This is an optimization exercise on Yosys and OpenROAD, whose aim is small area, a short achievable clock period and few clock cycles, not a production implementation. Where RTL was checked, it was by simulation tests only, not by an equivalence proof against the original. Only the layout flow was run in run 1; the RTL was not checked for function there.

==> flow/design.v, too long to show whole: its modules and the start of the top module <==
// module multiplier: 1675 lines
module multiplier ( input  wire clk, start, is_signed,
                    input  wire [31:0] a, b,
                    output reg  [63:0] s,
                    output reg  done
                   );
  // ...
==> flow/run.sh <==
#!/bin/bash
# synth_recipe.tcl (not shown) runs the flow's synth.tcl, then flattens the netlist and writes it again
# the make line also repeats each setting of config.mk as NAME=value (left out here)
make -C /OpenROAD-flow-scripts/flow DESIGN_CONFIG=/design/flow/config.mk WORK_HOME=/design/flow/orfs CLKGATE_MAP_FILE= SYNTH_SCRIPT=/design/flow/synth_recipe.tcl finish
==> flow/config.mk <==
export PLATFORM = sky130hd
export DESIGN_NAME = multiplier
export DESIGN_NICKNAME = multiplier
export VERILOG_FILES = /design/flow/design.v
export SDC_FILE = /design/flow/constraint.sdc
export NUM_CORES = 4
export LEC_CHECK = 0
export CAP_MARGIN = 20
export CORE_MARGIN = 2
export CORE_UTILIZATION = 40
export SLEW_MARGIN = 20
==> flow/constraint.sdc <==
create_clock -name core_clock -period 6.0 [get_ports {clk}]
set_input_delay 1.2000 -clock core_clock [delete_from_list [all_inputs] [get_ports {clk}]]
set_output_delay 1.2000 -clock core_clock [all_outputs]
set_load 0.01 [all_outputs]
==> summary.txt, run 1 <==
status = failed layout checks
SO Viols = negative setup slack
multi-input logic area = 33,300 um^2
wire length on met3 = 20.5 mm
crit path max fanout = 19
multi-input combinational area share = 64.6%
dpl hpwl = 135 mm
Post-synth EDFFs = 64
Post-CTS Repair Setup Buffers = 81
GR Util met1 = 51.0%
clock transition at the registers of the reported paths = 60 ps
Post-synth top flop = edfxtp_1
Tap Count = 1,176
crit path time final = 7200 ps
Ports = 132
pre-CTS setup slack = -2260 ps
CP Class = in -> reg
final std cells w/o fill = 7,111
Req. time, crit path = 6090 ps
CTS root buf = clkbuf_16
worst min path class = in -> reg
PostCTS Resize Cnt = 693
maxcap violations = 0
IO Port Bufs = 130
GRT Overall Usage = 34.9%
Post-Route Utilization = 57.3%
Final setup viols = 44
final worst slack = -1200 ps
Top Registers = s x64
Adder-Cell Fraction of Synth Area = 32.5%
first-pass GRT wire length = 251 mm
RSZ-0062 raised after global routing = true
largest net degree at the start of global routing = 65
Mapped Avg Cell Area = 7.02 um^2
worst path arrival time = 7300 ps
seq_cells = 64
vias per cell = 6.08
synth top area cells = fa_1, a21oi_1, nand2_1
CP Launch Point = b[13]
inverters = 575
==> run 2: changes to the inputs <==
==> flow/design.v (replaced) <==
module multiplier ( input  wire clk, start, is_signed,
                    input  wire [31:0] a, b,
                    output wire [63:0] s,
                    output reg  done
                   );
  reg  [32:0] ar;             
  wire [32:0] ar_d;
  reg  [34:0] sr, cr;         
  reg  [31:0] l;              
  reg         ci;             
  reg  [7:0] plx, ply;      
  reg  [3:0] e1, e2, en;     
  reg         corr;           
  reg  [2:0] st;
  reg         cl;             
  reg         f0;             
  reg  [31:0] hr;             
  wire fin = (st == 3'd4);
  wire sq1 = sr[0] & ~f0;
  wire cq2 = cr[0] & ~f0;
  wire sq3 = sr[1] & ~f0;
  wire cq4 = cr[1] & ~f0;
  wire sq5 = sr[2] & ~f0;
  wire cq6 = cr[2] & ~f0;
  wire sq7 = sr[3] & ~f0;
  wire cq8 = cr[3] & ~f0;
  wire sq9 = sr[4] & ~f0;
  wire cq10 = cr[4] & ~f0;
  wire sq11 = sr[5] & ~f0;
  wire cq12 = cr[5] & ~f0;
  wire sq13 = sr[6] & ~f0;
  wire cq14 = cr[6] & ~f0;
  wire sq15 = sr[7] & ~f0;
  wire cq16 = cr[7] & ~f0;
  wire sq17 = sr[8] & ~f0;
  wire cq18 = cr[8] & ~f0;
  wire sq19 = sr[9] & ~f0;
  wire cq20 = cr[9] & ~f0;
  wire sq21 = sr[10] & ~f0;
  wire cq22 = cr[10] & ~f0;
  wire sq23 = sr[11] & ~f0;
  wire cq24 = cr[11] & ~f0;
  wire sq25 = sr[12] & ~f0;
  wire cq26 = cr[12] & ~f0;
  wire sq27 = sr[13] & ~f0;
  wire cq28 = cr[13] & ~f0;
  wire sq29 = sr[14] & ~f0;
  wire cq30 = cr[14] & ~f0;
  wire sq31 = sr[15] & ~f0;
  wire cq32 = cr[15] & ~f0;
  wire sq33 = sr[16] & ~f0;
  wire cq34 = cr[16] & ~f0;
  wire sq35 = sr[17] & ~f0;
  wire cq36 = cr[17] & ~f0;
  wire sq37 = sr[18] & ~f0;
  wire cq38 = cr[18] & ~f0;
  wire sq39 = sr[19] & ~f0;
  wire cq40 = cr[19] & ~f0;
  wire sq41 = sr[20] & ~f0;
  wire cq42 = cr[20] & ~f0;
  wire sq43 = sr[21] & ~f0;
  wire cq44 = cr[21] & ~f0;
  wire sq45 = sr[22] & ~f0;
  wire cq46 = cr[22] & ~f0;
  wire sq47 = sr[23] & ~f0;
  wire cq48 = cr[23] & ~f0;
  wire sq49 = sr[24] & ~f0;
  wire cq50 = cr[24] & ~f0;
  wire sq51 = sr[25] & ~f0;
  wire cq52 = cr[25] & ~f0;
  wire sq53 = sr[26] & ~f0;
  wire cq54 = cr[26] & ~f0;
  wire sq55 = sr[27] & ~f0;
  wire cq56 = cr[27] & ~f0;
  wire sq57 = sr[28] & ~f0;
  wire cq58 = cr[28] & ~f0;
  wire sq59 = sr[29] & ~f0;
  wire cq60 = cr[29] & ~f0;
  wire sq61 = sr[30] & ~f0;
  wire cq62 = cr[30] & ~f0;
  wire sq63 = sr[31] & ~f0;
  wire cq64 = cr[31] & ~f0;
  wire sq65 = sr[32] & ~f0;
  wire cq66 = cr[32] & ~f0;
  wire sq67 = sr[33] & ~f0;
  wire cq68 = cr[33] & ~f0;
  wire sq69 = sr[34] & ~f0;
  wire cq70 = cr[34] & ~f0;
  wire pp71 = (e1[0] & ar[0]) ^ en[0];
  wire pp72;
  PP u73 (e1[0], e2[0], en[0], ar[1], ar[0], pp72);
  wire pp74;
  PP u75 (e1[0], e2[0], en[0], ar[2], ar[1], pp74);
  wire pp76;
  PP u77 (e1[0], e2[0], en[0], ar[3], ar[2], pp76);
  wire pp78;
  PP u79 (e1[0], e2[0], en[0], ar[4], ar[3], pp78);
  wire pp80;
  PP u81 (e1[0], e2[0], en[0], ar[5], ar[4], pp80);
  wire pp82;
  PP u83 (e1[0], e2[0], en[0], ar[6], ar[5], pp82);
  wire pp84;
  PP u85 (e1[0], e2[0], en[0], ar[7], ar[6], pp84);
  wire pp86;
  PP u87 (e1[0], e2[0], en[0], ar[8], ar[7], pp86);
  wire pp88;
  PP u89 (e1[0], e2[0], en[0], ar[9], ar[8], pp88);
  wire pp90;
  PP u91 (e1[0], e2[0], en[0], ar[10], ar[9], pp90);
  wire pp92;
  PP u93 (e1[0], e2[0], en[0], ar[11], ar[10], pp92);
  wire pp94;
  PP u95 (e1[0], e2[0], en[0], ar[12], ar[11], pp94);
  wire pp96;
  PP u97 (e1[0], e2[0], en[0], ar[13], ar[12], pp96);
  wire pp98;
  PP u99 (e1[0], e2[0], en[0], ar[14], ar[13], pp98);
  wire pp100;
  PP u101 (e1[0], e2[0], en[0], ar[15], ar[14], pp100);
  wire pp102;
  PP u103 (e1[0], e2[0], en[0], ar[16], ar[15], pp102);
  wire pp104;
  PP u105 (e1[0], e2[0], en[0], ar[17], ar[16], pp104);
  wire pp106;
  PP u107 (e1[0], e2[0], en[0], ar[18], ar[17], pp106);
  wire pp108;
  PP u109 (e1[0], e2[0], en[0], ar[19], ar[18], pp108);
  wire pp110;
  PP u111 (e1[0], e2[0], en[0], ar[20], ar[19], pp110);
  wire pp112;
  PP u113 (e1[0], e2[0], en[0], ar[21], ar[20], pp112);
  wire pp114;
  PP u115 (e1[0], e2[0], en[0], ar[22], ar[21], pp114);
  wire pp116;
  PP u117 (e1[0], e2[0], en[0], ar[23], ar[22], pp116);
  wire pp118;
  PP u119 (e1[0], e2[0], en[0], ar[24], ar[23], pp118);
  wire pp120;
  PP u121 (e1[0], e2[0], en[0], ar[25], ar[24], pp120);
  wire pp122;
  PP u123 (e1[0], e2[0], en[0], ar[26], ar[25], pp122);
  wire pp124;
  PP u125 (e1[0], e2[0], en[0], ar[27], ar[26], pp124);
  wire pp126;
  PP u127 (e1[0], e2[0], en[0], ar[28], ar[27], pp126);
  wire pp128;
  PP u129 (e1[0], e2[0], en[0], ar[29], ar[28], pp128);
  wire pp130;
  PP u131 (e1[0], e2[0], en[0], ar[30], ar[29], pp130);
  wire pp132;
  PP u133 (e1[0], e2[0], en[0], ar[31], ar[30], pp132);
  wire pp134;
  PP u135 (e1[0], e2[0], en[0], ar[32], ar[31], pp134);
  wire sg136 = ~(((e1[0] | e2[0]) & ar[32]) ^ en[0]);
  wire pp137 = (e1[1] & ar[0]) ^ en[1];
  wire pp138;
  PP u139 (e1[1], e2[1], en[1], ar[1], ar[0], pp138);
  wire pp140;
  PP u141 (e1[1], e2[1], en[1], ar[2], ar[1], pp140);
  wire pp142;
  PP u143 (e1[1], e2[1], en[1], ar[3], ar[2], pp142);
  wire pp144;
  PP u145 (e1[1], e2[1], en[1], ar[4], ar[3], pp144);
  wire pp146;
  PP u147 (e1[1], e2[1], en[1], ar[5], ar[4], pp146);
  wire pp148;
  PP u149 (e1[1], e2[1], en[1], ar[6], ar[5], pp148);
  wire pp150;
  PP u151 (e1[1], e2[1], en[1], ar[7], ar[6], pp150);
  wire pp152;
  PP u153 (e1[1], e2[1], en[1], ar[8], ar[7], pp152);
  wire pp154;
  PP u155 (e1[1], e2[1], en[1], ar[9], ar[8], pp154);
  wire pp156;
  PP u157 (e1[1], e2[1], en[1], ar[10], ar[9], pp156);
  wire pp158;
  PP u159 (e1[1], e2[1], en[1], ar[11], ar[10], pp158);
  wire pp160;
  PP u161 (e1[1], e2[1], en[1], ar[12], ar[11], pp160);
  wire pp162;
  PP u163 (e1[1], e2[1], en[1], ar[13], ar[12], pp162);
  wire pp164;
  PP u165 (e1[1], e2[1], en[1], ar[14], ar[13], pp164);
  wire pp166;
  PP u167 (e1[1], e2[1], en[1], ar[15], ar[14], pp166);
  wire pp168;
  PP u169 (e1[1], e2[1], en[1], ar[16], ar[15], pp168);
  wire pp170;
  PP u171 (e1[1], e2[1], en[1], ar[17], ar[16], pp170);
  wire pp172;
  PP u173 (e1[1], e2[1], en[1], ar[18], ar[17], pp172);
  wire pp174;
  PP u175 (e1[1], e2[1], en[1], ar[19], ar[18], pp174);
  wire pp176;
  PP u177 (e1[1], e2[1], en[1], ar[20], ar[19], pp176);
  wire pp178;
  PP u179 (e1[1], e2[1], en[1], ar[21], ar[20], pp178);
  wire pp180;
  PP u181 (e1[1], e2[1], en[1], ar[22], ar[21], pp180);
  wire pp182;
  PP u183 (e1[1], e2[1], en[1], ar[23], ar[22], pp182);
  wire pp184;
  PP u185 (e1[1], e2[1], en[1], ar[24], ar[23], pp184);
  wire pp186;
  PP u187 (e1[1], e2[1], en[1], ar[25], ar[24], pp186);
  wire pp188;
  PP u189 (e1[1], e2[1], en[1], ar[26], ar[25], pp188);
  wire pp190;
  PP u191 (e1[1], e2[1], en[1], ar[27], ar[26], pp190);
  wire pp192;
  PP u193 (e1[1], e2[1], en[1], ar[28], ar[27], pp192);
  wire pp194;
  PP u195 (e1[1], e2[1], en[1], ar[29], ar[28], pp194);
  wire pp196;
  PP u197 (e1[1], e2[1], en[1], ar[30], ar[29], pp196);
  wire pp198;
  PP u199 (e1[1], e2[1], en[1], ar[31], ar[30], pp198);
  wire pp200;
  PP u201 (e1[1], e2[1], en[1], ar[32], ar[31], pp200);
  wire sg202 = ~(((e1[1] | e2[1]) & ar[32]) ^ en[1]);
  wire pp203 = (e1[2] & ar[0]) ^ en[2];
  wire pp204;
  PP u205 (e1[2], e2[2], en[2], ar[1], ar[0], pp204);
  wire pp206;
  PP u207 (e1[2], e2[2], en[2], ar[2], ar[1], pp206);
  wire pp208;
  PP u209 (e1[2], e2[2], en[2], ar[3], ar[2], pp208);
  wire pp210;
  PP u211 (e1[2], e2[2], en[2], ar[4], ar[3], pp210);
  wire pp212;
  PP u213 (e1[2], e2[2], en[2], ar[5], ar[4], pp212);
  wire pp214;
  PP u215 (e1[2], e2[2], en[2], ar[6], ar[5], pp214);
  wire pp216;
  PP u217 (e1[2], e2[2], en[2], ar[7], ar[6], pp216);
  wire pp218;
  PP u219 (e1[2], e2[2], en[2], ar[8], ar[7], pp218);
  wire pp220;
  PP u221 (e1[2], e2[2], en[2], ar[9], ar[8], pp220);
  wire pp222;
  PP u223 (e1[2], e2[2], en[2], ar[10], ar[9], pp222);
  wire pp224;
  PP u225 (e1[2], e2[2], en[2], ar[11], ar[10], pp224);
  wire pp226;
  PP u227 (e1[2], e2[2], en[2], ar[12], ar[11], pp226);
  wire pp228;
  PP u229 (e1[2], e2[2], en[2], ar[13], ar[12], pp228);
  wire pp230;
  PP u231 (e1[2], e2[2], en[2], ar[14], ar[13], pp230);
  wire pp232;
  PP u233 (e1[2], e2[2], en[2], ar[15], ar[14], pp232);
  wire pp234;
  PP u235 (e1[2], e2[2], en[2], ar[16], ar[15], pp234);
  wire pp236;
  PP u237 (e1[2], e2[2], en[2], ar[17], ar[16], pp236);
  wire pp238;
  PP u239 (e1[2], e2[2], en[2], ar[18], ar[17], pp238);
  wire pp240;
  PP u241 (e1[2], e2[2], en[2], ar[19], ar[18], pp240);
  wire pp242;
  PP u243 (e1[2], e2[2], en[2], ar[20], ar[19], pp242);
  wire pp244;
  PP u245 (e1[2], e2[2], en[2], ar[21], ar[20], pp244);
  wire pp246;
  PP u247 (e1[2], e2[2], en[2], ar[22], ar[21], pp246);
  wire pp248;
  PP u249 (e1[2], e2[2], en[2], ar[23], ar[22], pp248);
  wire pp250;
  PP u251 (e1[2], e2[2], en[2], ar[24], ar[23], pp250);
  wire pp252;
  PP u253 (e1[2], e2[2], en[2], ar[25], ar[24], pp252);
  wire pp254;
  PP u255 (e1[2], e2[2], en[2], ar[26], ar[25], pp254);
  wire pp256;
  PP u257 (e1[2], e2[2], en[2], ar[27], ar[26], pp256);
  wire pp258;
  PP u259 (e1[2], e2[2], en[2], ar[28], ar[27], pp258);
  wire pp260;
  PP u261 (e1[2], e2[2], en[2], ar[29], ar[28], pp260);
  wire pp262;
  PP u263 (e1[2], e2[2], en[2], ar[30], ar[29], pp262);
  wire pp264;
  PP u265 (e1[2], e2[2], en[2], ar[31], ar[30], pp264);
  wire pp266;
  PP u267 (e1[2], e2[2], en[2], ar[32], ar[31], pp266);
  wire sg268 = ~(((e1[2] | e2[2]) & ar[32]) ^ en[2]);
  wire pp269 = (e1[3] & ar[0]) ^ en[3];
  wire pp270;
  PP u271 (e1[3], e2[3], en[3], ar[1], ar[0], pp270);
  wire pp272;
  PP u273 (e1[3], e2[3], en[3], ar[2], ar[1], pp272);
  wire pp274;
  PP u275 (e1[3], e2[3], en[3], ar[3], ar[2], pp274);
  wire pp276;
  PP u277 (e1[3], e2[3], en[3], ar[4], ar[3], pp276);
  wire pp278;
  PP u279 (e1[3], e2[3], en[3], ar[5], ar[4], pp278);
  wire pp280;
  PP u281 (e1[3], e2[3], en[3], ar[6], ar[5], pp280);
  wire pp282;
  PP u283 (e1[3], e2[3], en[3], ar[7], ar[6], pp282);
  wire pp284;
  PP u285 (e1[3], e2[3], en[3], ar[8], ar[7], pp284);
  wire pp286;
  PP u287 (e1[3], e2[3], en[3], ar[9], ar[8], pp286);
  wire pp288;
  PP u289 (e1[3], e2[3], en[3], ar[10], ar[9], pp288);
  wire pp290;
  PP u291 (e1[3], e2[3], en[3], ar[11], ar[10], pp290);
  wire pp292;
  PP u293 (e1[3], e2[3], en[3], ar[12], ar[11], pp292);
  wire pp294;
  PP u295 (e1[3], e2[3], en[3], ar[13], ar[12], pp294);
  wire pp296;
  PP u297 (e1[3], e2[3], en[3], ar[14], ar[13], pp296);
  wire pp298;
  PP u299 (e1[3], e2[3], en[3], ar[15], ar[14], pp298);
  wire pp300;
  PP u301 (e1[3], e2[3], en[3], ar[16], ar[15], pp300);
  wire pp302;
  PP u303 (e1[3], e2[3], en[3], ar[17], ar[16], pp302);
  wire pp304;
  PP u305 (e1[3], e2[3], en[3], ar[18], ar[17], pp304);
  wire pp306;
  PP u307 (e1[3], e2[3], en[3], ar[19], ar[18], pp306);
  wire pp308;
  PP u309 (e1[3], e2[3], en[3], ar[20], ar[19], pp308);
  wire pp310;
  PP u311 (e1[3], e2[3], en[3], ar[21], ar[20], pp310);
  wire pp312;
  PP u313 (e1[3], e2[3], en[3], ar[22], ar[21], pp312);
  wire pp314;
  PP u315 (e1[3], e2[3], en[3], ar[23], ar[22], pp314);
  wire pp316;
  PP u317 (e1[3], e2[3], en[3], ar[24], ar[23], pp316);
  wire pp318;
  PP u319 (e1[3], e2[3], en[3], ar[25], ar[24], pp318);
  wire pp320;
  PP u321 (e1[3], e2[3], en[3], ar[26], ar[25], pp320);
  wire pp322;
  PP u323 (e1[3], e2[3], en[3], ar[27], ar[26], pp322);
  wire pp324;
  PP u325 (e1[3], e2[3], en[3], ar[28], ar[27], pp324);
  wire pp326;
  PP u327 (e1[3], e2[3], en[3], ar[29], ar[28], pp326);
  wire pp328;
  PP u329 (e1[3], e2[3], en[3], ar[30], ar[29], pp328);
  wire pp330;
  PP u331 (e1[3], e2[3], en[3], ar[31], ar[30], pp330);
  wire pp332;
  PP u333 (e1[3], e2[3], en[3], ar[32], ar[31], pp332);
  wire sg334 = ~(((e1[3] | e2[3]) & ar[32]) ^ en[3]);
  wire pc335 = cl & ar[0];
  wire pc336 = cl & ar[1];
  wire pc337 = cl & ar[2];
  wire pc338 = cl & ar[3];
  wire pc339 = cl & ar[4];
  wire pc340 = cl & ar[5];
  wire pc341 = cl & ar[6];
  wire pc342 = cl & ar[7];
  wire pc343 = cl & ar[8];
  wire pc344 = cl & ar[9];
  wire pc345 = cl & ar[10];
  wire pc346 = cl & ar[11];
  wire pc347 = cl & ar[12];
  wire pc348 = cl & ar[13];
  wire pc349 = cl & ar[14];
  wire pc350 = cl & ar[15];
  wire pc351 = cl & ar[16];
  wire pc352 = cl & ar[17];
  wire pc353 = cl & ar[18];
  wire pc354 = cl & ar[19];
  wire pc355 = cl & ar[20];
  wire pc356 = cl & ar[21];
  wire pc357 = cl & ar[22];
  wire pc358 = cl & ar[23];
  wire pc359 = cl & ar[24];
  wire pc360 = cl & ar[25];
  wire pc361 = cl & ar[26];
  wire pc362 = cl & ar[27];
  wire pc363 = cl & ar[28];
  wire pc364 = cl & ar[29];
  wire pc365 = cl & ar[30];
  wire pc366 = cl & ar[31];
  wire cf367 = ~cq70;
  wire cf368 = ~pp266;
  wire cf369 = ~pp332;
  wire _w1, _w2;
  FX u370 (en[0], cq2, sq1, _w1, _w2);
  wire _w3, _w4;
  FX u371 (cq4, sq3, pp72, _w3, _w4);
  wire _w5, _w6;
  FX u372 (en[1], cq6, sq5, _w5, _w6);
  wire _w7, _w8;
  FX u373 (pp137, pp74, _w5, _w7, _w8);
  wire _w9, _w10;
  FX u374 (cq8, sq7, pp138, _w9, _w10);
  wire _w11, _w12;
  FX u375 (pp76, _w6, _w9, _w11, _w12);
  wire _w13, _w14;
  FX u376 (en[2], cq10, sq9, _w13, _w14);
  wire _w15, _w16;
  FX u377 (pp140, pp203, pp78, _w15, _w16);
  wire _w17, _w18;
  FX u378 (_w13, _w10, _w15, _w17, _w18);
  wire _w19, _w20;
  FX u379 (cq12, sq11, pp142, _w19, _w20);
  wire _w21, _w22;
  FX u380 (pp204, pp80, _w14, _w21, _w22);
  wire _w23, _w24;
  FX u381 (_w19, _w16, _w21, _w23, _w24);
  wire _w25, _w26;
  FX u382 (en[3], cq14, sq13, _w25, _w26);
  wire _w27, _w28;
  FX u383 (pp144, pp206, pp269, _w27, _w28);
  wire _w29, _w30;
  FX u384 (pp82, _w25, _w20, _w29, _w30);
  wire _w31, _w32;
  FX u385 (_w27, _w22, _w29, _w31, _w32);
  wire _w33, _w34;
  FX u386 (cq16, sq15, pp146, _w33, _w34);
  wire _w35, _w36;
  FX u387 (pp208, pp270, pp84, _w35, _w36);
  wire _w37, _w38;
  FX u388 (_w26, _w33, _w28, _w37, _w38);
  wire _w39, _w40;
  FX u389 (_w35, _w30, _w37, _w39, _w40);
  wire _w41, _w42;
  FX u390 (cq18, sq17, pp148, _w41, _w42);
  wire _w43, _w44;
  FX u391 (pp210, pp272, pp86, _w43, _w44);
  wire _w45, _w46;
  FX u392 (pc335, _w41, _w34, _w45, _w46);
  wire _w47, _w48;
  FX u393 (_w36, _w43, _w38, _w47, _w48);
  wire _w49, _w50;
  HX u394 (_w45, _w47, _w49, _w50);
  wire _w51, _w52;
  FX u395 (cq20, sq19, pp150, _w51, _w52);
  wire _w53, _w54;
  FX u396 (pp212, pp274, pp88, _w53, _w54);
  wire _w55, _w56;
  FX u397 (pc336, _w51, _w42, _w55, _w56);
  wire _w57, _w58;
  FX u398 (_w44, _w53, _w46, _w57, _w58);
  wire _w59, _w60;
  FX u399 (_w55, _w57, _w48, _w59, _w60);
  wire _w61, _w62;
  FX u400 (cq22, sq21, pp152, _w61, _w62);
  wire _w63, _w64;
  FX u401 (pp214, pp276, pp90, _w63, _w64);
  wire _w65, _w66;
  FX u402 (pc337, _w61, _w52, _w65, _w66);
  wire _w67, _w68;
  FX u403 (_w54, _w63, _w56, _w67, _w68);
  wire _w69, _w70;
  FX u404 (_w65, _w67, _w58, _w69, _w70);
  wire _w71, _w72;
  FX u405 (cq24, sq23, pp154, _w71, _w72);
  wire _w73, _w74;
  FX u406 (pp216, pp278, pp92, _w73, _w74);
  wire _w75, _w76;
  FX u407 (pc338, _w71, _w62, _w75, _w76);
  wire _w77, _w78;
  FX u408 (_w64, _w73, _w66, _w77, _w78);
  wire _w79, _w80;
  FX u409 (_w75, _w77, _w68, _w79, _w80);
  wire _w81, _w82;
  FX u410 (cq26, sq25, pp156, _w81, _w82);
  wire _w83, _w84;
  FX u411 (pp218, pp280, pp94, _w83, _w84);
  wire _w85, _w86;
  FX u412 (pc339, _w81, _w72, _w85, _w86);
  wire _w87, _w88;
  FX u413 (_w74, _w83, _w76, _w87, _w88);
  wire _w89, _w90;
  FX u414 (_w85, _w87, _w78, _w89, _w90);
  wire _w91, _w92;
  FX u415 (cq28, sq27, pp158, _w91, _w92);
  wire _w93, _w94;
  FX u416 (pp220, pp282, pp96, _w93, _w94);
  wire _w95, _w96;
  FX u417 (pc340, _w91, _w82, _w95, _w96);
  wire _w97, _w98;
  FX u418 (_w84, _w93, _w86, _w97, _w98);
  wire _w99, _w100;
  FX u419 (_w95, _w97, _w88, _w99, _w100);
  wire _w101, _w102;
  FX u420 (cq30, sq29, pp160, _w101, _w102);
  wire _w103, _w104;
  FX u421 (pp222, pp284, pp98, _w103, _w104);
  wire _w105, _w106;
  FX u422 (pc341, _w101, _w92, _w105, _w106);
  wire _w107, _w108;
  FX u423 (_w94, _w103, _w96, _w107, _w108);
  wire _w109, _w110;
  FX u424 (_w105, _w107, _w98, _w109, _w110);
  wire _w111, _w112;
  FX u425 (cq32, sq31, pp100, _w111, _w112);
  wire _w113, _w114;
  FX u426 (pp162, pp224, pp286, _w113, _w114);
  wire _w115, _w116;
  FX u427 (pc342, _w111, _w102, _w115, _w116);
  wire _w117, _w118;
  FX u428 (_w104, _w113, _w106, _w117, _w118);
  wire _w119, _w120;
  FX u429 (_w115, _w117, _w108, _w119, _w120);
  wire _w121, _w122;
  FX u430 (cq34, sq33, pp102, _w121, _w122);
  wire _w123, _w124;
  FX u431 (pp164, pp226, pp288, _w123, _w124);
  wire _w125, _w126;
  FX u432 (pc343, _w121, _w112, _w125, _w126);
  wire _w127, _w128;
  FX u433 (_w114, _w123, _w116, _w127, _w128);
  wire _w129, _w130;
  FX u434 (_w125, _w127, _w118, _w129, _w130);
  wire _w131, _w132;
  FX u435 (cq36, sq35, pp104, _w131, _w132);
  wire _w133, _w134;
  FX u436 (pp166, pp228, pp290, _w133, _w134);
  wire _w135, _w136;
  FX u437 (pc344, _w131, _w122, _w135, _w136);
  wire _w137, _w138;
  FX u438 (_w124, _w133, _w126, _w137, _w138);
  wire _w139, _w140;
  FX u439 (_w135, _w137, _w128, _w139, _w140);
  wire _w141, _w142;
  FX u440 (cq38, sq37, pp106, _w141, _w142);
  wire _w143, _w144;
  FX u441 (pp168, pp230, pp292, _w143, _w144);
  wire _w145, _w146;
  FX u442 (pc345, _w141, _w132, _w145, _w146);
  wire _w147, _w148;
  FX u443 (_w134, _w143, _w136, _w147, _w148);
  wire _w149, _w150;
  FX u444 (_w145, _w147, _w138, _w149, _w150);
  wire _w151, _w152;
  FX u445 (cq40, sq39, pp108, _w151, _w152);
  wire _w153, _w154;
  FX u446 (pp170, pp232, pp294, _w153, _w154);
  wire _w155, _w156;
  FX u447 (pc346, _w151, _w142, _w155, _w156);
  wire _w157, _w158;
  FX u448 (_w144, _w153, _w146, _w157, _w158);
  wire _w159, _w160;
  FX u449 (_w155, _w157, _w148, _w159, _w160);
  wire _w161, _w162;
  FX u450 (cq42, sq41, pp110, _w161, _w162);
  wire _w163, _w164;
  FX u451 (pp172, pp234, pp296, _w163, _w164);
  wire _w165, _w166;
  FX u452 (pc347, _w161, _w152, _w165, _w166);
  wire _w167, _w168;
  FX u453 (_w154, _w163, _w156, _w167, _w168);
  wire _w169, _w170;
  FX u454 (_w165, _w167, _w158, _w169, _w170);
  wire _w171, _w172;
  FX u455 (cq44, sq43, pp112, _w171, _w172);
  wire _w173, _w174;
  FX u456 (pp174, pp236, pp298, _w173, _w174);
  wire _w175, _w176;
  FX u457 (pc348, _w171, _w162, _w175, _w176);
  wire _w177, _w178;
  FX u458 (_w164, _w173, _w166, _w177, _w178);
  wire _w179, _w180;
  FX u459 (_w175, _w177, _w168, _w179, _w180);
  wire _w181, _w182;
  FX u460 (cq46, sq45, pp114, _w181, _w182);
  wire _w183, _w184;
  FX u461 (pp176, pp238, pp300, _w183, _w184);
  wire _w185, _w186;
  FX u462 (pc349, _w181, _w172, _w185, _w186);
  wire _w187, _w188;
  FX u463 (_w174, _w183, _w176, _w187, _w188);
  wire _w189, _w190;
  FX u464 (_w185, _w187, _w178, _w189, _w190);
  wire _w191, _w192;
  FX u465 (cq48, sq47, pp116, _w191, _w192);
  wire _w193, _w194;
  FX u466 (pp178, pp240, pp302, _w193, _w194);
  wire _w195, _w196;
  FX u467 (pc350, _w191, _w182, _w195, _w196);
  wire _w197, _w198;
  FX u468 (_w184, _w193, _w186, _w197, _w198);
  wire _w199, _w200;
  FX u469 (_w195, _w197, _w188, _w199, _w200);
  wire _w201, _w202;
  FX u470 (cq50, sq49, pp118, _w201, _w202);
  wire _w203, _w204;
  FX u471 (pp180, pp242, pp304, _w203, _w204);
  wire _w205, _w206;
  FX u472 (pc351, _w201, _w192, _w205, _w206);
  wire _w207, _w208;
  FX u473 (_w194, _w203, _w196, _w207, _w208);
  wire _w209, _w210;
  FX u474 (_w205, _w207, _w198, _w209, _w210);
  wire _w211, _w212;
  FX u475 (cq52, sq51, pp120, _w211, _w212);
  wire _w213, _w214;
  FX u476 (pp182, pp244, pp306, _w213, _w214);
  wire _w215, _w216;
  FX u477 (pc352, _w211, _w202, _w215, _w216);
  wire _w217, _w218;
  FX u478 (_w204, _w213, _w206, _w217, _w218);
  wire _w219, _w220;
  FX u479 (_w215, _w217, _w208, _w219, _w220);
  wire _w221, _w222;
  FX u480 (cq54, sq53, pp122, _w221, _w222);
  wire _w223, _w224;
  FX u481 (pp184, pp246, pp308, _w223, _w224);
  wire _w225, _w226;
  FX u482 (pc353, _w221, _w212, _w225, _w226);
  wire _w227, _w228;
  FX u483 (_w214, _w223, _w216, _w227, _w228);
  wire _w229, _w230;
  FX u484 (_w225, _w227, _w218, _w229, _w230);
  wire _w231, _w232;
  FX u485 (cq56, sq55, pp124, _w231, _w232);
  wire _w233, _w234;
  FX u486 (pp186, pp248, pp310, _w233, _w234);
  wire _w235, _w236;
  FX u487 (pc354, _w231, _w222, _w235, _w236);
  wire _w237, _w238;
  FX u488 (_w224, _w233, _w226, _w237, _w238);
  wire _w239, _w240;
  FX u489 (_w235, _w237, _w228, _w239, _w240);
  wire _w241, _w242;
  FX u490 (cq58, sq57, pp126, _w241, _w242);
  wire _w243, _w244;
  FX u491 (pp188, pp250, pp312, _w243, _w244);
  wire _w245, _w246;
  FX u492 (pc355, _w241, _w232, _w245, _w246);
  wire _w247, _w248;
  FX u493 (_w234, _w243, _w236, _w247, _w248);
  wire _w249, _w250;
  FX u494 (_w245, _w247, _w238, _w249, _w250);
  wire _w251, _w252;
  FX u495 (cq60, sq59, pp128, _w251, _w252);
  wire _w253, _w254;
  FX u496 (pp190, pp252, pp314, _w253, _w254);
  wire _w255, _w256;
  FX u497 (pc356, _w251, _w242, _w255, _w256);
  wire _w257, _w258;
  FX u498 (_w244, _w253, _w246, _w257, _w258);
  wire _w259, _w260;
  FX u499 (_w255, _w257, _w248, _w259, _w260);
  wire _w261, _w262;
  FX u500 (cq62, sq61, pp130, _w261, _w262);
  wire _w263, _w264;
  FX u501 (pp192, pp254, pp316, _w263, _w264);
  wire _w265, _w266;
  FX u502 (pc357, _w261, _w252, _w265, _w266);
  wire _w267, _w268;
  FX u503 (_w254, _w263, _w256, _w267, _w268);
  wire _w269, _w270;
  FX u504 (_w265, _w267, _w258, _w269, _w270);
  wire _w271, _w272;
  FX u505 (cq64, sq63, pp132, _w271, _w272);
  wire _w273, _w274;
  FX u506 (pp194, pp256, pp318, _w273, _w274);
  wire _w275, _w276;
  FX u507 (pc358, _w271, _w262, _w275, _w276);
  wire _w277, _w278;
  FX u508 (_w264, _w273, _w266, _w277, _w278);
  wire _w279, _w280;
  FX u509 (_w275, _w277, _w268, _w279, _w280);
  wire _w281, _w282;
  FX u510 (cq66, sq65, pp134, _w281, _w282);
  wire _w283, _w284;
  FX u511 (pp196, pp258, pp320, _w283, _w284);
  wire _w285, _w286;
  FX u512 (pc359, _w281, _w272, _w285, _w286);
  wire _w287, _w288;
  FX u513 (_w274, _w283, _w276, _w287, _w288);
  wire _w289, _w290;
  FX u514 (_w285, _w287, _w278, _w289, _w290);
  wire _w291, _w292;
  FX u515 (f0, cq68, sq67, _w291, _w292);
  wire _w293, _w294;
  FX u516 (pp198, pp260, pp322, _w293, _w294);
  wire _w295, _w296;
  FX u517 (sg136, pc360, _w291, _w295, _w296);
  wire _w297, _w298;
  FX u518 (_w282, _w284, _w293, _w297, _w298);
  wire _w299, _w300;
  FX u519 (_w295, _w286, _w297, _w299, _w300);
  wire _w301, _w302;
  HX u520 (_w288, _w299, _w301, _w302);
  wire _w303, _w304;
  FX u521 (cf367, sq69, pp200, _w303, _w304);
  wire _w305, _w306;
  FX u522 (pp262, pp324, pc361, _w305, _w306);
  wire _w307, _w308;
  FX u523 (_w292, _w303, _w294, _w307, _w308);
  wire _w309, _w310;
  FX u524 (_w305, _w296, _w307, _w309, _w310);
  wire _w311, _w312;
  FX u525 (_w298, _w309, _w300, _w311, _w312);
  wire _w313, _w314;
  FX u526 (cq70, pp264, pp326, _w313, _w314);
  wire _w315, _w316;
  FX u527 (sg202, pc362, _w304, _w315, _w316);
  wire _w317, _w318;
  FX u528 (_w306, _w313, _w315, _w317, _w318);
  wire _w319, _w320;
  FX u529 (_w308, _w317, _w310, _w319, _w320);
  wire _w321, _w322;
  FX u530 (cf368, pp328, pc363, _w321, _w322);
  wire _w323, _w324;
  FX u531 (_w314, _w321, _w316, _w323, _w324);
  wire _w325, _w326;
  HX u532 (_w318, _w323, _w325, _w326);
  wire _w327, _w328;
  FX u533 (pp266, pp330, sg268, _w327, _w328);
  wire _w329, _w330;
  FX u534 (pc364, _w322, _w327, _w329, _w330);
  wire _w331, _w332;
  HX u535 (_w329, _w324, _w331, _w332);
  wire _w333, _w334;
  FX u536 (cf369, pc365, _w328, _w333, _w334);
  wire _w335, _w336;
  HX u537 (_w333, _w330, _w335, _w336);
  wire _w337, _w338;
  FX u538 (pp332, sg334, pc366, _w337, _w338);
  wire _w339, _w340;
  HX u539 (_w337, _w334, _w339, _w340);
  wire _w341, _w342;
  HX u540 (1'b1, _w338, _w341, _w342);
  wire [42:0] tx = {1'b0, _w342, _w340, _w336, _w332, _w326, _w320, _w312, _w302, _w290, _w280, _w270, _w260, _w250, _w240, _w230, _w220, _w210, _w200, _w190, _w180, _w170, _w160, _w150, _w140, _w130, _w120, _w110, _w100, _w90, _w80, _w70, _w60, _w50, _w40, _w32, _w24, _w18, _w12, _w8, _w4, _w2, pp71};
  wire [42:0] ty = {1'b0, 1'b0, _w341, _w339, _w335, _w331, _w325, _w319, _w311, _w301, _w289, _w279, _w269, _w259, _w249, _w239, _w229, _w219, _w209, _w199, _w189, _w179, _w169, _w159, _w149, _w139, _w129, _w119, _w109, _w99, _w89, _w79, _w69, _w59, _w49, _w39, _w31, _w23, _w17, _w11, _w7, _w3, _w1};
  wire [8:0] lo = f0 ? 9'd0 : plx + ply + ci;
  wire g541, g542;
  PGN u543 (fx[0], fy[0], g541, g542);
  wire g544, g545;
  PGN u546 (fx[1], fy[1], g544, g545);
  wire g547, g548;
  PGN u549 (fx[2], fy[2], g547, g548);
  wire g550, g551;
  PGN u552 (fx[3], fy[3], g550, g551);
  wire g553, g554;
  PGN u555 (fx[4], fy[4], g553, g554);
  wire g556, g557;
  PGN u558 (fx[5], fy[5], g556, g557);
  wire g559, g560;
  PGN u561 (fx[6], fy[6], g559, g560);
  wire g562, g563;
  PGN u564 (fx[7], fy[7], g562, g563);
  wire g565, g566;
  PGN u567 (fx[8], fy[8], g565, g566);
  wire g568, g569;
  PGN u570 (fx[9], fy[9], g568, g569);
  wire g571, g572;
  PGN u573 (fx[10], fy[10], g571, g572);
  wire g574, g575;
  PGN u576 (fx[11], fy[11], g574, g575);
  wire g577, g578;
  PGN u579 (fx[12], fy[12], g577, g578);
  wire g580, g581;
  PGN u582 (fx[13], fy[13], g580, g581);
  wire g583, g584;
  PGN u585 (fx[14], fy[14], g583, g584);
  wire g586, g587;
  PGN u588 (fx[15], fy[15], g586, g587);
  wire g589, g590;
  PGN u591 (fx[16], fy[16], g589, g590);
  wire g592, g593;
  PGN u594 (fx[17], fy[17], g592, g593);
  wire g595, g596;
  PGN u597 (fx[18], fy[18], g595, g596);
  wire g598, g599;
  PGN u600 (fx[19], fy[19], g598, g599);
  wire g601, g602;
  PGN u603 (fx[20], fy[20], g601, g602);
  wire g604, g605;
  PGN u606 (fx[21], fy[21], g604, g605);
  wire g607, g608;
  PGN u609 (fx[22], fy[22], g607, g608);
  wire g610, g611;
  PGN u612 (fx[23], fy[23], g610, g611);
  wire g613, g614;
  PGN u615 (fx[24], fy[24], g613, g614);
  wire g616, g617;
  PGN u618 (fx[25], fy[25], g616, g617);
  wire g619, g620;
  PGN u621 (fx[26], fy[26], g619, g620);
  wire g622, g623;
  PGN u624 (fx[27], fy[27], g622, g623);
  wire g625, g626;
  PGN u627 (fx[28], fy[28], g625, g626);
  wire g628, g629;
  PGN u630 (fx[29], fy[29], g628, g629);
  wire g631, g632;
  PGN u633 (fx[30], fy[30], g631, g632);
  wire g634, g635;
  PGN u636 (fx[31], fy[31], g634, g635);
  wire g637, g638;
  PGN u639 (fx[32], fy[32], g637, g638);
  wire g640, g641;
  PGN u642 (fx[33], fy[33], g640, g641);
  wire g643, g644;
  PGN u645 (fx[34], fy[34], g643, g644);
  wire g646, g647;
  PGN u648 (fx[35], fy[35], g646, g647);
  wire g649, g650;
  PGN u651 (fx[36], fy[36], g649, g650);
  wire g652, g653;
  PGN u654 (fx[37], fy[37], g652, g653);
  wire g655, g656;
  PGN u657 (fx[38], fy[38], g655, g656);
  wire g658, g659;
  PGN u660 (fx[39], fy[39], g658, g659);
  wire n661 = ~ci;
  wire k662;
  NODEI u663 (g542, g541, n661, k662);
  wire k664, k665;
  NODEIP u666 (g545, g544, g542, g541, k664, k665);
  wire k667, k668;
  NODEIP u669 (g548, g547, g545, g544, k667, k668);
  wire k670, k671;
  NODEIP u672 (g551, g550, g548, g547, k670, k671);
  wire k673, k674;
  NODEIP u675 (g554, g553, g551, g550, k673, k674);
  wire k676, k677;
  NODEIP u678 (g557, g556, g554, g553, k676, k677);
  wire k679, k680;
  NODEIP u681 (g560, g559, g557, g556, k679, k680);
  wire k682, k683;
  NODEIP u684 (g563, g562, g560, g559, k682, k683);
  wire k685, k686;
  NODEIP u687 (g566, g565, g563, g562, k685, k686);
  wire k688, k689;
  NODEIP u690 (g569, g568, g566, g565, k688, k689);
  wire k691, k692;
  NODEIP u693 (g572, g571, g569, g568, k691, k692);
  wire k694, k695;
  NODEIP u696 (g575, g574, g572, g571, k694, k695);
  wire k697, k698;
  NODEIP u699 (g578, g577, g575, g574, k697, k698);
  wire k700, k701;
  NODEIP u702 (g581, g580, g578, g577, k700, k701);
  wire k703, k704;
  NODEIP u705 (g584, g583, g581, g580, k703, k704);
  wire k706, k707;
  NODEIP u708 (g587, g586, g584, g583, k706, k707);
  wire k709, k710;
  NODEIP u711 (g590, g589, g587, g586, k709, k710);
  wire k712, k713;
  NODEIP u714 (g593, g592, g590, g589, k712, k713);
  wire k715, k716;
  NODEIP u717 (g596, g595, g593, g592, k715, k716);
  wire k718, k719;
  NODEIP u720 (g599, g598, g596, g595, k718, k719);
  wire k721, k722;
  NODEIP u723 (g602, g601, g599, g598, k721, k722);
  wire k724, k725;
  NODEIP u726 (g605, g604, g602, g601, k724, k725);
  wire k727, k728;
  NODEIP u729 (g608, g607, g605, g604, k727, k728);
  wire k730, k731;
  NODEIP u732 (g611, g610, g608, g607, k730, k731);
  wire k733, k734;
  NODEIP u735 (g614, g613, g611, g610, k733, k734);
  wire k736, k737;
  NODEIP u738 (g617, g616, g614, g613, k736, k737);
  wire k739, k740;
  NODEIP u741 (g620, g619, g617, g616, k739, k740);
  wire k742, k743;
  NODEIP u744 (g623, g622, g620, g619, k742, k743);
  wire k745, k746;
  NODEIP u747 (g626, g625, g623, g622, k745, k746);
  wire k748, k749;
  NODEIP u750 (g629, g628, g626, g625, k748, k749);
  wire k751, k752;
  NODEIP u753 (g632, g631, g629, g628, k751, k752);
  wire k754, k755;
  NODEIP u756 (g635, g634, g632, g631, k754, k755);
  wire k757, k758;
  NODEIP u759 (g638, g637, g635, g634, k757, k758);
  wire k760, k761;
  NODEIP u762 (g641, g640, g638, g637, k760, k761);
  wire k763, k764;
  NODEIP u765 (g644, g643, g641, g640, k763, k764);
  wire k766, k767;
  NODEIP u768 (g647, g646, g644, g643, k766, k767);
  wire k769, k770;
  NODEIP u771 (g650, g649, g647, g646, k769, k770);
  wire k772, k773;
  NODEIP u774 (g653, g652, g650, g649, k772, k773);
  wire k775, k776;
  NODEIP u777 (g656, g655, g653, g652, k775, k776);
  wire k778, k779;
  NODEIP u780 (g659, g658, g656, g655, k778, k779);
  wire k781;
  NODE u782 (k664, k665, ci, k781);
  wire k783;
  NODE u784 (k667, k668, k662, k783);
  wire k785, k786;
  NODEP u787 (k670, k671, k664, k665, k785, k786);
  wire k788, k789;
  NODEP u790 (k673, k674, k667, k668, k788, k789);
  wire k791, k792;
  NODEP u793 (k676, k677, k670, k671, k791, k792);
  wire k794, k795;
  NODEP u796 (k679, k680, k673, k674, k794, k795);
  wire k797, k798;
  NODEP u799 (k682, k683, k676, k677, k797, k798);
  wire k800, k801;
  NODEP u802 (k685, k686, k679, k680, k800, k801);
  wire k803, k804;
  NODEP u805 (k688, k689, k682, k683, k803, k804);
  wire k806, k807;
  NODEP u808 (k691, k692, k685, k686, k806, k807);
  wire k809, k810;
  NODEP u811 (k694, k695, k688, k689, k809, k810);
  wire k812, k813;
  NODEP u814 (k697, k698, k691, k692, k812, k813);
  wire k815, k816;
  NODEP u817 (k700, k701, k694, k695, k815, k816);
  wire k818, k819;
  NODEP u820 (k703, k704, k697, k698, k818, k819);
  wire k821, k822;
  NODEP u823 (k706, k707, k700, k701, k821, k822);
  wire k824, k825;
  NODEP u826 (k709, k710, k703, k704, k824, k825);
  wire k827, k828;
  NODEP u829 (k712, k713, k706, k707, k827, k828);
  wire k830, k831;
  NODEP u832 (k715, k716, k709, k710, k830, k831);
  wire k833, k834;
  NODEP u835 (k718, k719, k712, k713, k833, k834);
  wire k836, k837;
  NODEP u838 (k721, k722, k715, k716, k836, k837);
  wire k839, k840;
  NODEP u841 (k724, k725, k718, k719, k839, k840);
  wire k842, k843;
  NODEP u844 (k727, k728, k721, k722, k842, k843);
  wire k845, k846;
  NODEP u847 (k730, k731, k724, k725, k845, k846);
  wire k848, k849;
  NODEP u850 (k733, k734, k727, k728, k848, k849);
  wire k851, k852;
  NODEP u853 (k736, k737, k730, k731, k851, k852);
  wire k854, k855;
  NODEP u856 (k739, k740, k733, k734, k854, k855);
  wire k857, k858;
  NODEP u859 (k742, k743, k736, k737, k857, k858);
  wire k860, k861;
  NODEP u862 (k745, k746, k739, k740, k860, k861);
  wire k863, k864;
  NODEP u865 (k748, k749, k742, k743, k863, k864);
  wire k866, k867;
  NODEP u868 (k751, k752, k745, k746, k866, k867);
  wire k869, k870;
  NODEP u871 (k754, k755, k748, k749, k869, k870);
  wire k872, k873;
  NODEP u874 (k757, k758, k751, k752, k872, k873);
  wire k875, k876;
  NODEP u877 (k760, k761, k754, k755, k875, k876);
  wire k878, k879;
  NODEP u880 (k763, k764, k757, k758, k878, k879);
  wire k881, k882;
  NODEP u883 (k766, k767, k760, k761, k881, k882);
  wire k884, k885;
  NODEP u886 (k769, k770, k763, k764, k884, k885);
  wire k887, k888;
  NODEP u889 (k772, k773, k766, k767, k887, k888);
  wire k890, k891;
  NODEP u892 (k775, k776, k769, k770, k890, k891);
  wire k893, k894;
  NODEP u895 (k778, k779, k772, k773, k893, k894);
  wire k896;
  NODEI u897 (k785, k786, n661, k896);
  wire n898 = ~k662;
  wire k899;
  NODEI u900 (k788, k789, n898, k899);
  wire k901;
  NODEI u902 (k791, k792, k781, k901);
  wire k903;
  NODEI u904 (k794, k795, k783, k903);
  wire k905, k906;
  NODEIP u907 (k797, k798, k785, k786, k905, k906);
  wire k908, k909;
  NODEIP u910 (k800, k801, k788, k789, k908, k909);
  wire k911, k912;
  NODEIP u913 (k803, k804, k791, k792, k911, k912);
  wire k914, k915;
  NODEIP u916 (k806, k807, k794, k795, k914, k915);
  wire k917, k918;
  NODEIP u919 (k809, k810, k797, k798, k917, k918);
  wire k920, k921;
  NODEIP u922 (k812, k813, k800, k801, k920, k921);
  wire k923, k924;
  NODEIP u925 (k815, k816, k803, k804, k923, k924);
  wire k926, k927;
  NODEIP u928 (k818, k819, k806, k807, k926, k927);
  wire k929, k930;
  NODEIP u931 (k821, k822, k809, k810, k929, k930);
  wire k932, k933;
  NODEIP u934 (k824, k825, k812, k813, k932, k933);
  wire k935, k936;
  NODEIP u937 (k827, k828, k815, k816, k935, k936);
  wire k938, k939;
  NODEIP u940 (k830, k831, k818, k819, k938, k939);
  wire k941, k942;
  NODEIP u943 (k833, k834, k821, k822, k941, k942);
  wire k944, k945;
  NODEIP u946 (k836, k837, k824, k825, k944, k945);
  wire k947, k948;
  NODEIP u949 (k839, k840, k827, k828, k947, k948);
  wire k950, k951;
  NODEIP u952 (k842, k843, k830, k831, k950, k951);
  wire k953, k954;
  NODEIP u955 (k845, k846, k833, k834, k953, k954);
  wire k956, k957;
  NODEIP u958 (k848, k849, k836, k837, k956, k957);
  wire k959, k960;
  NODEIP u961 (k851, k852, k839, k840, k959, k960);
  wire k962, k963;
  NODEIP u964 (k854, k855, k842, k843, k962, k963);
  wire k965, k966;
  NODEIP u967 (k857, k858, k845, k846, k965, k966);
  wire k968, k969;
  NODEIP u970 (k860, k861, k848, k849, k968, k969);
  wire k971, k972;
  NODEIP u973 (k863, k864, k851, k852, k971, k972);
  wire k974, k975;
  NODEIP u976 (k866, k867, k854, k855, k974, k975);
  wire k977, k978;
  NODEIP u979 (k869, k870, k857, k858, k977, k978);
  wire k980, k981;
  NODEIP u982 (k872, k873, k860, k861, k980, k981);
  wire k983, k984;
  NODEIP u985 (k875, k876, k863, k864, k983, k984);
  wire k986, k987;
  NODEIP u988 (k878, k879, k866, k867, k986, k987);
  wire k989, k990;
  NODEIP u991 (k881, k882, k869, k870, k989, k990);
  wire k992, k993;
  NODEIP u994 (k884, k885, k872, k873, k992, k993);
  wire k995, k996;
  NODEIP u997 (k887, k888, k875, k876, k995, k996);
  wire k998, k999;
  NODEIP u1000 (k890, k891, k878, k879, k998, k999);
  wire k1001, k1002;
  NODEIP u1003 (k893, k894, k881, k882, k1001, k1002);
  wire k1004;
  NODE u1005 (k905, k906, ci, k1004);
  wire k1006;
  NODE u1007 (k908, k909, k662, k1006);
  wire n1008 = ~k781;
  wire k1009;
  NODE u1010 (k911, k912, n1008, k1009);
  wire n1011 = ~k783;
  wire k1012;
  NODE u1013 (k914, k915, n1011, k1012);
  wire k1014;
  NODE u1015 (k917, k918, k896, k1014);
  wire k1016;
  NODE u1017 (k920, k921, k899, k1016);
  wire k1018;
  NODE u1019 (k923, k924, k901, k1018);
  wire k1020;
  NODE u1021 (k926, k927, k903, k1020);
  wire k1022, k1023;
  NODEP u1024 (k929, k930, k905, k906, k1022, k1023);
  wire k1025, k1026;
  NODEP u1027 (k932, k933, k908, k909, k1025, k1026);
  wire k1028, k1029;
  NODEP u1030 (k935, k936, k911, k912, k1028, k1029);
  wire k1031, k1032;
  NODEP u1033 (k938, k939, k914, k915, k1031, k1032);
  wire k1034, k1035;
  NODEP u1036 (k941, k942, k917, k918, k1034, k1035);
  wire k1037, k1038;
  NODEP u1039 (k944, k945, k920, k921, k1037, k1038);
  wire k1040, k1041;
  NODEP u1042 (k947, k948, k923, k924, k1040, k1041);
  wire k1043, k1044;
  NODEP u1045 (k950, k951, k926, k927, k1043, k1044);
  wire k1046, k1047;
  NODEP u1048 (k953, k954, k929, k930, k1046, k1047);
  wire k1049, k1050;
  NODEP u1051 (k956, k957, k932, k933, k1049, k1050);
  wire k1052, k1053;
  NODEP u1054 (k959, k960, k935, k936, k1052, k1053);
  wire k1055, k1056;
  NODEP u1057 (k962, k963, k938, k939, k1055, k1056);
  wire k1058, k1059;
  NODEP u1060 (k965, k966, k941, k942, k1058, k1059);
  wire k1061, k1062;
  NODEP u1063 (k968, k969, k944, k945, k1061, k1062);
  wire k1064, k1065;
  NODEP u1066 (k971, k972, k947, k948, k1064, k1065);
  wire k1067, k1068;
  NODEP u1069 (k974, k975, k950, k951, k1067, k1068);
  wire k1070, k1071;
  NODEP u1072 (k977, k978, k953, k954, k1070, k1071);
  wire k1073, k1074;
  NODEP u1075 (k980, k981, k956, k957, k1073, k1074);
  wire k1076, k1077;
  NODEP u1078 (k983, k984, k959, k960, k1076, k1077);
  wire k1079, k1080;
  NODEP u1081 (k986, k987, k962, k963, k1079, k1080);
  wire k1082, k1083;
  NODEP u1084 (k989, k990, k965, k966, k1082, k1083);
  wire k1085, k1086;
  NODEP u1087 (k992, k993, k968, k969, k1085, k1086);
  wire k1088, k1089;
  NODEP u1090 (k995, k996, k971, k972, k1088, k1089);
  wire k1091, k1092;
  NODEP u1093 (k998, k999, k974, k975, k1091, k1092);
  wire k1094, k1095;
  NODEP u1096 (k1001, k1002, k977, k978, k1094, k1095);
  wire k1097;
  NODEI u1098 (k1022, k1023, n661, k1097);
  wire k1099;
  NODEI u1100 (k1025, k1026, n898, k1099);
  wire k1101;
  NODEI u1102 (k1028, k1029, k781, k1101);
  wire k1103;
  NODEI u1104 (k1031, k1032, k783, k1103);
  wire n1105 = ~k896;
  wire k1106;
  NODEI u1107 (k1034, k1035, n1105, k1106);
  wire n1108 = ~k899;
  wire k1109;
  NODEI u1110 (k1037, k1038, n1108, k1109);
  wire n1111 = ~k901;
  wire k1112;
  NODEI u1113 (k1040, k1041, n1111, k1112);
  wire n1114 = ~k903;
  wire k1115;
  NODEI u1116 (k1043, k1044, n1114, k1115);
  wire k1117;
  NODEI u1118 (k1046, k1047, k1004, k1117);
  wire k1119;
  NODEI u1120 (k1049, k1050, k1006, k1119);
  wire k1121;
  NODEI u1122 (k1052, k1053, k1009, k1121);
  wire k1123;
  NODEI u1124 (k1055, k1056, k1012, k1123);
  wire k1125;
  NODEI u1126 (k1058, k1059, k1014, k1125);
  wire k1127;
  NODEI u1128 (k1061, k1062, k1016, k1127);
  wire k1129;
  NODEI u1130 (k1064, k1065, k1018, k1129);
  wire k1131;
  NODEI u1132 (k1067, k1068, k1020, k1131);
  wire k1133, k1134;
  NODEIP u1135 (k1070, k1071, k1022, k1023, k1133, k1134);
  wire k1136, k1137;
  NODEIP u1138 (k1073, k1074, k1025, k1026, k1136, k1137);
  wire k1139, k1140;
  NODEIP u1141 (k1076, k1077, k1028, k1029, k1139, k1140);
  wire k1142, k1143;
  NODEIP u1144 (k1079, k1080, k1031, k1032, k1142, k1143);
  wire k1145, k1146;
  NODEIP u1147 (k1082, k1083, k1034, k1035, k1145, k1146);
  wire k1148, k1149;
  NODEIP u1150 (k1085, k1086, k1037, k1038, k1148, k1149);
  wire k1151, k1152;
  NODEIP u1153 (k1088, k1089, k1040, k1041, k1151, k1152);
  wire k1154, k1155;
  NODEIP u1156 (k1091, k1092, k1043, k1044, k1154, k1155);
  wire k1157, k1158;
  NODEIP u1159 (k1094, k1095, k1046, k1047, k1157, k1158);
  wire k1160;
  NODE u1161 (k1133, k1134, ci, k1160);
  wire k1162;
  NODE u1163 (k1136, k1137, k662, k1162);
  wire k1164;
  NODE u1165 (k1139, k1140, n1008, k1164);
  wire k1166;
  NODE u1167 (k1142, k1143, n1011, k1166);
  wire k1168;
  NODE u1169 (k1145, k1146, k896, k1168);
  wire k1170;
  NODE u1171 (k1148, k1149, k899, k1170);
  wire k1172;
  NODE u1173 (k1151, k1152, k901, k1172);
  wire k1174;
  NODE u1175 (k1154, k1155, k903, k1174);
  wire n1176 = ~k1004;
  wire k1177;
  NODE u1178 (k1157, k1158, n1176, k1177);
  wire r1179 = ~(g541 ^ ci);
  wire r1180 = ~(g544 ^ k662);
  wire r1181 = g547 ^ k781;
  wire r1182 = g550 ^ k783;
  wire r1183 = ~(g553 ^ k896);
  wire r1184 = ~(g556 ^ k899);
  wire r1185 = ~(g559 ^ k901);
  wire r1186 = ~(g562 ^ k903);
  wire r1187 = g565 ^ k1004;
  wire r1188 = g568 ^ k1006;
  wire r1189 = g571 ^ k1009;
  wire r1190 = g574 ^ k1012;
  wire r1191 = g577 ^ k1014;
  wire r1192 = g580 ^ k1016;
  wire r1193 = g583 ^ k1018;
  wire r1194 = g586 ^ k1020;
  wire r1195 = ~(g589 ^ k1097);
  wire r1196 = ~(g592 ^ k1099);
  wire r1197 = ~(g595 ^ k1101);
  wire r1198 = ~(g598 ^ k1103);
  wire r1199 = ~(g601 ^ k1106);
  wire r1200 = ~(g604 ^ k1109);
  wire r1201 = ~(g607 ^ k1112);
  wire r1202 = ~(g610 ^ k1115);
  wire r1203 = ~(g613 ^ k1117);
  wire r1204 = ~(g616 ^ k1119);
  wire r1205 = ~(g619 ^ k1121);
  wire r1206 = ~(g622 ^ k1123);
  wire r1207 = ~(g625 ^ k1125);
  wire r1208 = ~(g628 ^ k1127);
  wire r1209 = ~(g631 ^ k1129);
  wire r1210 = ~(g634 ^ k1131);
  wire r1211 = g637 ^ k1160;
  wire r1212 = g640 ^ k1162;
  wire r1213 = g643 ^ k1164;
  wire r1214 = g646 ^ k1166;
  wire r1215 = g649 ^ k1168;
  wire r1216 = g652 ^ k1170;
  wire r1217 = g655 ^ k1172;
  wire r1218 = g658 ^ k1174;
  wire [39:0] fx = {sr[31:0], plx};
  wire [39:0] fy = {cr[31:0], ply};
  wire [39:0] fsum = {r1218, r1217, r1216, r1215, r1214, r1213, r1212, r1211, r1210, r1209, r1208, r1207, r1206, r1205, r1204, r1203, r1202, r1201, r1200, r1199, r1198, r1197, r1196, r1195, r1194, r1193, r1192, r1191, r1190, r1189, r1188, r1187, r1186, r1185, r1184, r1183, r1182, r1181, r1180, r1179};
  wire [8:0] bw = {b[7:0], 1'b0};
  wire [8:0] lw = l[15:7];
  wire [3:0] b1, b2, bn, l1, l2, ln;
  genvar g;
  generate
    for (g = 0; g < 4; g = g + 1) begin : enc
      ENC eb (bw[2*g+2], bw[2*g+1], bw[2*g], b1[g], b2[g], bn[g]);
      ENC el (lw[2*g+2], lw[2*g+1], lw[2*g], l1[g], l2[g], ln[g]);
    end
  endgenerate
  assign s = {hr, l};
  always @(posedge clk) begin
    sr  <= tx[42:8];
    cr  <= ty[42:8];
    plx <= tx[7:0];
    ply <= ty[7:0];
    ci  <= lo[8];
    f0  <= start;
  end
  always @(posedge clk)
    if (fin && !done)
      hr <= fsum[39:8];
  always @(posedge clk)
    if (start) begin
      l    <= b;
      corr <= b[31] & ~is_signed;
      cl   <= 1'b0;
      st   <= 3'd0;
      done <= 1'b0;
    end else if (!done) begin
      st <= st + 3'd1;
      cl <= corr & (st == 3'd2);
      if (fin) begin
        l    <= {fsum[7:0], l[31:8]};
        done <= 1'b1;
      end else begin
        l   <= {lo[7:0], l[31:8]};
      end
    end
  wire [32:0] a_in = {is_signed & a[31], a};
  generate
    for (g = 0; g < 33; g = g + 1) begin : hold_a
      MX ma (start, a_in[g], ar[g], ar_d[g]);
    end
  endgenerate
  always @(posedge clk) ar <= ar_d;
  always @(posedge clk)
    if (start) begin
      e1 <= b1;
      e2 <= b2;
      en <= bn;
    end else begin
      e1 <= l1;
      e2 <= l2;
      en <= ln;
    end
endmodule
module ENC (input wire b2, b1, b0, output wire one, two, neg);
  assign one = b1 ^ b0;
  assign two = (b2 & ~b1 & ~b0) | (~b2 & b1 & b0);
  assign neg = b2 & ~(b1 & b0);
endmodule
module MX (input wire s, a, b, output wire y);
  assign y = s ? a : b;
endmodule
module PP (input wire one, two, neg, x, y, output wire p);
  assign p = ((one & x) | (two & y)) ^ neg;
endmodule
module FA (input wire x, y, z, output wire s, c);
  assign s = x ^ y ^ z;
  assign c = (x & y) | (x & z) | (y & z);
endmodule
module FX (input wire x, y, z, output wire s, c);
  wire t;
  X2 x1 (x, y, t);
  X2 x2 (t, z, s);
  MAJ m (x, y, z, c);
endmodule
module X2 (input wire x, y, output wire s);
  assign s = x ^ y;
endmodule
module MAJ (input wire x, y, z, output wire c);
  assign c = (x & y) | (x & z) | (y & z);
endmodule
module HA (input wire x, y, output wire s, c);
  assign s = x ^ y;
  assign c = x & y;
endmodule
module HX (input wire x, y, output wire s, c);
  X2 u1 (x, y, s);
  AN2 u2 (x, y, c);
endmodule
module AN2 (input wire x, y, output wire s);
  assign s = x & y;
endmodule
module PGN (input wire x, y, output wire pn, gn);
  XN2 p (x, y, pn);
  ND2 g (x, y, gn);
endmodule
module XN2 (input wire x, y, output wire s);
  assign s = ~(x ^ y);
endmodule
module ND2 (input wire x, y, output wire s);
  assign s = ~(x & y);
endmodule
module NODE (input wire gh, ph, gl, output wire gn);
  assign gn = ~(gh | (ph & gl));
endmodule
module NODEP (input wire gh, ph, gl, pl, output wire gn, pn);
  assign gn = ~(gh | (ph & gl));
  assign pn = ~(ph & pl);
endmodule
module NODEI (input wire ghn, phn, gln, output wire g);
  assign g = ~(ghn & (phn | gln));
endmodule
module NODEIP (input wire ghn, phn, gln, pln, output wire g, p);
  assign g = ~(ghn & (phn | gln));
  assign p = ~(phn | pln);
endmodule
==> flow/flow/run.sh (new file) <==
#!/bin/bash
# The standard layout, with faster port buffers (buf_2 instead of the
# default delay-cell buffer) so register-to-port paths are not limited by them.
set -euo pipefail
bash standard.sh "BUFFER_PORTS_ARGS=-buffer_cell sky130_fd_sc_hd__buf_2" finish > standard_flow.log 2>&1
==> flow/standard.sh (new file) <==
#!/bin/bash
# synth_recipe.tcl (not shown) runs the flow's synth.tcl, then flattens the netlist and writes it again
# the make line also repeats each setting of config.mk as NAME=value (left out here)
make -C /OpenROAD-flow-scripts/flow DESIGN_CONFIG=/design/flow/config.mk WORK_HOME=/design/flow/orfs CLKGATE_MAP_FILE= SYNTH_SCRIPT=/design/flow/synth_recipe.tcl "${@:-finish}"
==> flow/config.mk (replaced) <==
export PLATFORM = sky130hd
export DESIGN_NAME = multiplier
export DESIGN_NICKNAME = multiplier
export VERILOG_FILES = /design/flow/design.v
export SDC_FILE = /design/flow/constraint.sdc
export NUM_CORES = 4
export LEC_CHECK = 0
export CAP_MARGIN = 20
export CORE_MARGIN = 2
export CORE_UTILIZATION = 40
export SETUP_SLACK_MARGIN = 4.2
export SLEW_MARGIN = 20
export SYNTH_HIERARCHICAL = 1
removed: flow/run.sh
==> summary.txt, run 2 <==
status = finished clean
TritonRoute pass-1 iters = 5
clock transition at the registers of the reported paths = 90 ps (+30 ps)
Hold-fix buffers, CTS = 0
CP Class = reg -> reg
share of layout cells above drive strength 1 = 65.7%
Req. time, crit path = 6380 ps (+290 ps)
number of flip-flops in the largest register = 34
GRT Overall Usage = 26.5% (-8.5 points)
placed cells = 2,458
Max Clk Rate = 405 MHz
crit path time final = 2470 ps (-4730 ps)
CP Capture Type = register
CP startpoint kind = register
Final nets = 2,261
CTS Buf Count = 17
first-pass GRT wire length = 92.0 mm (-63%)
Ports = 132 (unchanged)
final wirelength = 66.6 mm
Routed Antenna Nets = 0
worst path arrival time = 2850 ps (-4450 ps)
number of H-tree levels = 4
1st-iter DRT viols = 1,039
Hold Fails Final Rpt = 0
Most flops, register = sr
vias per cell = 5.47 (-10%)
RSZ-0062 raised after global routing = true
Post-route DRC = 0
Die H = 215 um
most frequent cells in the layout = xor2_1, buf_4, maj3_2
Post-Syn Area = 17,800 um^2
Initial Utilization = 40.4%
crit path max fanout = 7 (-12)
clock latency at the later pin of the worst-skew pair = 490 ps
Die X = 215 um
Synth-to-Final Area Change = 47.2%
CTS sink count = 200
row count = 77
Core ar. = 44,000 um^2
initial antenna violation count = 0
CTS tree = built
Mapped Avg Cell Area = 10.2 um^2 (+46%)
GR Overflow Total = 0
antenna cells = 0
Clock Path Buffers = 2
Yosys warnings = 7
maxcap violations = 0 (unchanged)
vias = 15,200
final std cells w/o fill = 2,779 (-61%)
dpl hpwl = 37.1 mm (-73%)
Final setup viols = 0 (-100%)
Pins Over Slew Limit = 0
mean routed wirelength per cell = 24.0 um
worst min path class = reg -> reg
final setup TNS = 0 ps
die area = 46,100 um^2
CTS root buf = clkbuf_16
IO Port Bufs = 131 (+0.77%)
ratio of final minimum period to clock period = 41.2%
GP Congestion = 0.880
largest net degree at the start of global routing = 33 (-49%)
vias in the first global route = 15,100
Top Registers = sr x34, ar x33, cr x33
hold_ws = 594 ps
Post-Synthesis Cells = 1,740
most common cell after layout, fill and taps aside = xor2_1
clk_skew = 18.2 ps
[run 2: cell count changes in the layout (fill, tap and decap cells not counted), moves of 157 or more]
cell | previous run | this run
a21oi_1 | 483 | 4
a22oi_1 | 235 | 0
buf_4 | 1060 | 187
fa_1 | 328 | 0
inv_1 | 470 | 4
maj3_2 | 7 | 164
nand2_1 | 646 | 85
nor2_1 | 317 | 21
o21ai_0 | 258 | 6
xor2_1 | 66 | 329
[run 2: path summary, 6_finish.rpt]
path                            start      to  slack [ps]  depth (start not counted)
worst max-delay path            e1[0]  sr[22]        3530                          7
worst max register to register  e1[0]  sr[22]        3530                          7
worst min-delay path            l[25]   l[17]         590                          1
worst min register to register  l[25]   l[17]         590                          1
[run 2: cell type report]
type,instances,area (um^2)
Tap cell,592,741
Inverter,13,67.6
Fill cell,3488,17900
Clock inverter,13,153
Multi-Input combinational cell,1521,16100
Timing Repair Buffer,421,3790
Sequential cell,200,4890
Clock buffer,19,443
[run 2: timing repair]
action	4_1_cts	5_1_grt
setup buffers	168	112
endpoints found under the hold margin	0	0
endpoints found under the setup margin	318	180
gates resized for setup	472	183
pin swaps	251	281
gates cloned	6	3
[run 2: metal layers]
| layer | track usage (%) | vias to the layer above | part of all wire (%) |
|---|---|---|---|
| met5 | 0 | - | 0 |
| met4 | 14.8 | 0 | 5.6 |
| met3 | 4.01 | 179 | 5.2 |
| met2 | 44.0 | 477 | 48 |
| met1 | 32.9 | 7579 | 41 |
| li1 | - | 6964 | - |
[run 2: metrics by stage]
stage	setup slack [ps]	utilization [%]	cell area, um^2
final	3530	59.4	26200
after floorplan	3670	-	18300
after detailed placement	2870	44.4	19600
after global routing	3440	59.4	26200
after CTS	3640	55.1	24300
after global placement	2890	44.4	19600
[run 2: critical path: stages, from the launching register on]
cell and delay (ps):
dfxtp_4 490, clkbuf_16 210, a22oi_2 90, xnor2_2 190
maj3_2 350, maj3_2 360, maj3_2 350, maj3_2 310
Testbench counts of run 2, summed over its fixed seeds: cycles 9,600.

==> static timing again, ports no longer ideal <==
How much do the figures lean on ideal ports? The routed layouts below were timed once more, with nothing changed but the port constraints. Step 1, drivers: a clkbuf_16 drives clk and a buf_2 each remaining input, both assumed. Step 2, shift: input delay + t, output delay - t, t = (earliest + latest rising clock arrival at the registers) / 2. This alone moves slack from input paths to output paths. a / b / c = ideal ports / drivers / drivers and shift; a / b = the first two.
run	shift t [ns]	setup slack, ns	pins driven straight from the clock port
run 1	0.415	-1.204 / -1.229 / -1.645	1
run 2	0.536	3.530 / 3.530 / 3.447	1
The setup slack of run 1, which loses most, moves by -0.025 ns with the drivers and by -0.441 ns with both steps.
